Background: an optimization exercise with open tools, aiming at small area, a short achievable clock period and few clock cycles per item. Do not read the settings as production practice.
The RTL was checked by simulation tests, not by an equivalence proof against the original design.
Power figures rest on the tool's default switching activity, not on a simulated workload.

## matrix_multiplier_v2
module matrix_multiplier_v2
# (
    parameter ADDR_WIDTH = 17,
    parameter DATA_WIDTH = 32
)
(
    input clk,
    input rst,
    input start,
    input [DATA_WIDTH - 1 : 0] x_data,
    input [DATA_WIDTH - 1 : 0] y_data,
    input [ADDR_WIDTH - 1 : 0] x_rows,
    input [ADDR_WIDTH - 1 : 0] y_cols,
    input [ADDR_WIDTH - 1 : 0] x_cols_y_rows,
    output reg [ADDR_WIDTH - 1 : 0] x_addr,
    output reg [ADDR_WIDTH - 1 : 0] y_addr,
    output reg [ADDR_WIDTH - 1 : 0] z_addr,
    output reg [DATA_WIDTH - 1 : 0] z_data,
    output reg z_wen,
    output reg busy
);
localparam AW = ADDR_WIDTH;
localparam DW = DATA_WIDTH;
localparam MW = 167;
localparam ND = 16;
reg          act;        
reg          kz;         
reg          k1, c1;     
reg          fst;        
reg          lk, lc, lr; 
reg [AW-1:0] kcnt;       
reg [AW-1:0] cm1;        
reg [AW-1:0] rcnt;       
reg [AW-1:0] col;        
reg [AW-1:0] rowbase;    
wire [AW-1:0] col_inc = col + 1'b1;
wire [AW-1:0] x_inc   = x_addr + 1'b1;
always @(posedge clk) begin
    if (rst)
        act <= 1'b0;
    else if (start)
        act <= (x_rows != 0) && (y_cols != 0);
    else if (lk && lc && lr)
        act <= 1'b0;
end
always @(posedge clk) begin
    if (start) begin
        kz      <= (x_cols_y_rows == 0);
        k1      <= (x_cols_y_rows == 1);
        c1      <= (y_cols == 1);
        lk      <= (x_cols_y_rows == 0) || (x_cols_y_rows == 1);
        lc      <= (y_cols == 1);
        lr      <= (x_rows == 1);
        kcnt    <= x_cols_y_rows;
        cm1     <= y_cols - 1'b1;
        rcnt    <= x_rows;
        col     <= {AW{1'b0}};
        rowbase <= {AW{1'b0}};
  ...
clock: 8.5 ns
lec_check: 0
cap_margin: 20
core_margin: 2
core_utilization: 85
cts_cluster_diameter: 100
cts_cluster_size: 20
slew_margin: 20
synth_hierarchical: 1
synth_minimum_keep_size: 0
standard.sh (not shown) runs the stock make flow with config.mk's settings and CLKGATE_MAP_FILE= SYNTH_SCRIPT=/design/flow/synth_recipe.tcl, a recipe that flattens the netlist after the stock synthesis.
==> flow/flow/run.sh <==
#!/bin/bash
# The standard layout, with the ports buffered by a plain buffer
# instead of the delay cell buffer_ports picks by default.
set -euo pipefail
bash standard.sh "BUFFER_PORTS_ARGS=-buffer_cell sky130_fd_sc_hd__buf_1" SETUP_SLACK_MARGIN=5.65 finish > standard.log 2>&1
Testbench counts at the start, summed over its fixed seeds: cycles 9,759, items 95.
Next try:
==> flow/flow/run.sh (replaced) <==
#!/bin/bash
# The standard layout, with the ports buffered by a plain buffer
# instead of the delay cell buffer_ports picks by default.
set -euo pipefail
bash standard.sh "BUFFER_PORTS_ARGS=-buffer_cell sky130_fd_sc_hd__buf_2" SETUP_SLACK_MARGIN=5.5 finish > standard.log 2>&1
- CORE_UTILIZATION: 85 -> 60
After rerunning: Final area rose slightly. Total power fell by a few percent. Routed wire length fell by roughly a tenth. Maximum frequency rose slightly. Sequential share of layout area fell by 0.62 points.
Next try:
==> flow/flow/run.sh (replaced) <==
#!/bin/bash
# The standard layout, with the ports buffered by a plain buffer
# instead of the delay cell buffer_ports picks by default.
set -euo pipefail
bash standard.sh "BUFFER_PORTS_ARGS=-buffer_cell sky130_fd_sc_hd__buf_1" SETUP_SLACK_MARGIN=5.7 finish > standard.log 2>&1
- CORE_UTILIZATION: 60 -> 75
- CTS_CLUSTER_SIZE: 20 -> 28
After rerunning: The changed run ran to the end with no violations. Wire length shrinks by 2.5%. Clock-buffer cell count shrinks by 9. Worst hold slack stays flat. Synthesized area stays the same. Sequential cell count stays the same. Utilization grows by 16 points. Die area shrinks by 20%. Via count grows by 4.2%. Cell area grows by 0.45%.
Next try:
==> flow/flow/run.sh (replaced) <==
#!/bin/bash
# The standard layout, with the ports buffered by a plain buffer
# instead of the delay cell buffer_ports picks by default.
set -euo pipefail
bash standard.sh "BUFFER_PORTS_ARGS=-buffer_cell sky130_fd_sc_hd__buf_1" SETUP_SLACK_MARGIN=5.5 finish > standard.log 2>&1
- CORE_UTILIZATION: 75 -> 60
- CTS_CLUSTER_SIZE: 28 -> 20
After rerunning: The changed run produced a clean layout. Sequential cell count stays the same. Global-route usage is lower by 5.4 points. Cell count is higher by 4.3%. Worst hold slack is about the same. Sequential share of layout area hardly moves. First-iteration DRC count is lower by 28%. Die area is higher by 24%. Worst setup slack loses 0.20 ns.

========
== run 1 ==
Starting RTL as in the previous note.
export LEC_CHECK = 0
export CAP_MARGIN = 20
export CORE_MARGIN = 2
export CORE_UTILIZATION = 60
export CTS_CLUSTER_DIAMETER = 100
export CTS_CLUSTER_SIZE = 20
export SLEW_MARGIN = 20
export SYNTH_HIERARCHICAL = 1
export SYNTH_MINIMUM_KEEP_SIZE = 0
create_clock -name core_clock -period 8.5 [get_ports {clk}]
==> flow/flow/run.sh <==
#!/bin/bash
# The standard layout, with the ports buffered by a plain buffer
# instead of the delay cell buffer_ports picks by default.
set -euo pipefail
bash standard.sh "BUFFER_PORTS_ARGS=-buffer_cell sky130_fd_sc_hd__buf_1" SETUP_SLACK_MARGIN=5.6 finish > standard.log 2>&1
Run 1 did not stop at any stage, and its layout met the timing, design-rule and antenna checks.
Testbench counts of run 1, summed over its fixed seeds: cycles 9,759, items 95.
Modified inputs, run 2 compared to run 1
- CORE_UTILIZATION changed from 60 to 75
- ABC_CLOCK_PERIOD_IN_PS newly set to 2800
==> flow/flow/run.sh <==
#!/bin/bash
# The standard layout, with the ports buffered by a plain buffer
# instead of the delay cell buffer_ports picks by default.
set -euo pipefail
bash standard.sh "BUFFER_PORTS_ARGS=-buffer_cell sky130_fd_sc_hd__buf_1" SETUP_SLACK_MARGIN=5.65 finish > standard.log 2>&1
==> notes.md <==
- Global-route total usage across every layer in run 2 is 5.1 points higher than in run 1
- Run 2 ended up with a lower number of cells in the finished layout apart from fillers than run 1 did.
- Core util | run 2 vs run 1 | run 2 higher
- Row critical path depth: run 2 higher / run 1 lower
- Per the comparison of run 2 with run 1, switching component of the power now sits higher, clock transition at the registers of the reported paths held steady, worst hold slack lost 0.0097 ns, setup slack of the critical path after layout picked up an extra 0.022 ns, layout overhead on the synthesized area shows a reduction of 0.69 points.
The inputs of run 3 differ from those of run 2 as listed below.
- ABC_CLOCK_PERIOD_IN_PS: 2800 -> unset
==> flow/flow/run.sh <==
#!/bin/bash
# The standard layout, with the ports buffered by a plain buffer
# instead of the delay cell buffer_ports picks by default.
set -euo pipefail
bash standard.sh "BUFFER_PORTS_ARGS=-buffer_cell sky130_fd_sc_hd__buf_1" SETUP_SLACK_MARGIN=5.5 finish > standard.log 2>&1
==> comparison <==
Run 3 | stages: all done | timing, DRC, antenna: all pass. Diff run 3 and run 2: number of buffers added for setup after CTS higher in run 2. Run 3 vs. run 2: non-filler instance count after layout lost 0.66%; synthesized area neither gained nor lost much; global routing usage on met1 went down 0.57 points.
Changes in run 4 relative to run 3:
- changing CORE_UTILIZATION from 75 to 60
==> flow/flow/run.sh <==
#!/bin/bash
# The standard layout, with the ports buffered by a plain buffer
# instead of the delay cell buffer_ports picks by default.
set -euo pipefail
bash standard.sh "BUFFER_PORTS_ARGS=-buffer_cell sky130_fd_sc_hd__buf_1" SETUP_SLACK_MARGIN=5.3 finish > standard.log 2>&1
## What came out
- Internal power component delta (run 4 − run 3): unfavourable
- Relative to run 3, the number of clock buffers in the layout of run 4 is higher by about 3%.
- Against run 3, clock power in run 4 rose by a little under 10%.
- | part of the power in combinational logic | run 3 vs run 4 | ≈ equal |
- For maximum vdd drop, dividing the value from run 4 by the value from run 3 gives 0.79.
- Run 4 vs. run 3: post-detailed-route wirelength per cell down 0.38%, met2 track demand over resource in global routing down 4.9 points.
- [compare] base=run 3 new=run 4: fraction of standard cell area in multi-input logic fell by 0.73 points; final area has increased.

========
build 87:
matrix_multiplier_v2, a different RTL version from the one above (not shown whole).
Size: roughly 500 flip-flops, about 200 I/O pins, about 30000 um2 of cells after synthesis.
export LEC_CHECK = 0
export CAP_MARGIN = 20
export CORE_MARGIN = 2
export CORE_UTILIZATION = 40
export SETUP_SLACK_MARGIN = 5
export SLEW_MARGIN = 20
export SYNTH_HIERARCHICAL = 1
export SYNTH_MINIMUM_KEEP_SIZE = 0
create_clock -name core_clock -period 8.5 [get_ports {clk}]
==> flow/flow/run.sh <==
#!/bin/bash
# The standard layout, with the ports buffered by a plain buffer
# instead of the delay cell buffer_ports picks by default.
set -euo pipefail
bash standard.sh "BUFFER_PORTS_ARGS=-buffer_cell sky130_fd_sc_hd__buf_2" SETUP_SLACK_MARGIN=5.5 finish > standard.log 2>&1
Testbench counts of build 87, summed over its fixed seeds: cycles 9,759, items 95.
#### Input delta (build 25 over build 87)
- an added CTS_CLUSTER_DIAMETER of 100
- a deleted SETUP_SLACK_MARGIN that had been 5
- an added CTS_CLUSTER_SIZE of 20
- a change of CORE_UTILIZATION from 40 to 60
-- flow/flow/run.sh --
<<< build 87, line 5
bash standard.sh "BUFFER_PORTS_ARGS=-buffer_cell sky130_fd_sc_hd__buf_2" SETUP_SLACK_MARGIN=5.5 finish > standard.log 2>&1
>>> build 25, line 5
bash standard.sh "BUFFER_PORTS_ARGS=-buffer_cell sky130_fd_sc_hd__buf_2" SETUP_SLACK_MARGIN=5.8 finish > standard.log 2>&1
Diff build 87 -> build 25 | post-placement setup slack | increase of 0.021 ns. Total number of vias (build 25 vs. build 87) increases slightly. The register fraction of the total cell area of build 25 is higher than that of build 87. Build 25 vs. build 87: worst setup margin has increased; area share of buffers outside the clock network went up. Between build 25 and build 87, the total design power is lower for build 25. Build 25 vs. build 87: fraction of power spent switching nets up 1.2 points; die area lower; register-to-register path setup slack moved up. From build 87 to build 25 the numbers moved as follows: area of all placed cells without fillers held; total wirelength of the detailed-routed design went down about 3%.
The following lists how build 68 was set up differently from build 25:
-- flow/flow/run.sh --
<<< build 25, line 5
bash standard.sh "BUFFER_PORTS_ARGS=-buffer_cell sky130_fd_sc_hd__buf_2" SETUP_SLACK_MARGIN=5.8 finish > standard.log 2>&1
>>> build 68, line 5
bash standard.sh "BUFFER_PORTS_ARGS=-buffer_cell sky130_fd_sc_hd__buf_2" SETUP_SLACK_MARGIN=5.5 finish > standard.log 2>&1
--- outcome ---
Build 68 ran to completion and came out clean on the timing, design-rule and antenna checks.
[compare] base=build 25 new=build 68: count of clock-buffer cells in the layout now sits higher, switching power as a share of total power now sits higher, number of fillers in the final layout now sits higher.
Taking build 25 as the reference, in build 68 residual DRC count closely matched the old numbers, setup slack on the worst flop-to-flop path decreased by 0.27 ns relative to the old numbers, worst hold slack decreased by 0.0034 ns relative to the old numbers.

==> port drivers added, routing unchanged <==
No port has a modelled driver above. Below, the same layouts with a new extraction and two added sets of constraints. Step 1: set_driving_cell puts a clkbuf_16 on clk and a buf_2 on each other input, an assumption about the parent block. Step 2 adds t to the input delays and takes it off the output delays; t is the mean of the earliest and latest rising clock arrival at the registers after step 1. Input paths then give back, and output paths get back, about the clock's delay inside the block. a / b / c = ideal / step 1 / step 2; a / b = the first two.
run	t (ns)	slack for setup (ns)	hold WS [ns]
the first run of note 1	0.661	5.544 / 5.544 / 5.095	0.333 / 0.333 / 0.333
the second run of note 1	0.670	5.576 / 5.512 / 5.025	0.332 / 0.332 / 0.332
the third run of note 1	0.624	5.716 / 5.671 / 5.226	0.332 / 0.332 / 0.332
the fourth run of note 1	0.663	5.516 / 5.494 / 4.996	0.332 / 0.332 / 0.332
run 1	0.648	5.642 / 5.580 / 5.048	0.329 / 0.329 / 0.329
run 2	0.651	5.663 / 5.615 / 5.075	0.319 / 0.319 / 0.319
run 3	0.644	5.555 / 5.500 / 5.042	0.305 / 0.305 / 0.305
run 4	0.671	5.450 / 5.428 / 4.939	0.331 / 0.331 / 0.331
build 87	0.674	5.487 / 5.489 / 4.815	0.323 / 0.323 / 0.323
build 25	0.664	5.531 / 5.552 / 4.888	0.332 / 0.332 / 0.332
build 68	0.660	5.512 / 5.509 / 4.872	0.329 / 0.329 / 0.329
After both steps setup and hold are still met in every run listed. The setup slack of build 87, which loses most, moves by +0.002 ns with the drivers and by -0.672 ns with both steps.
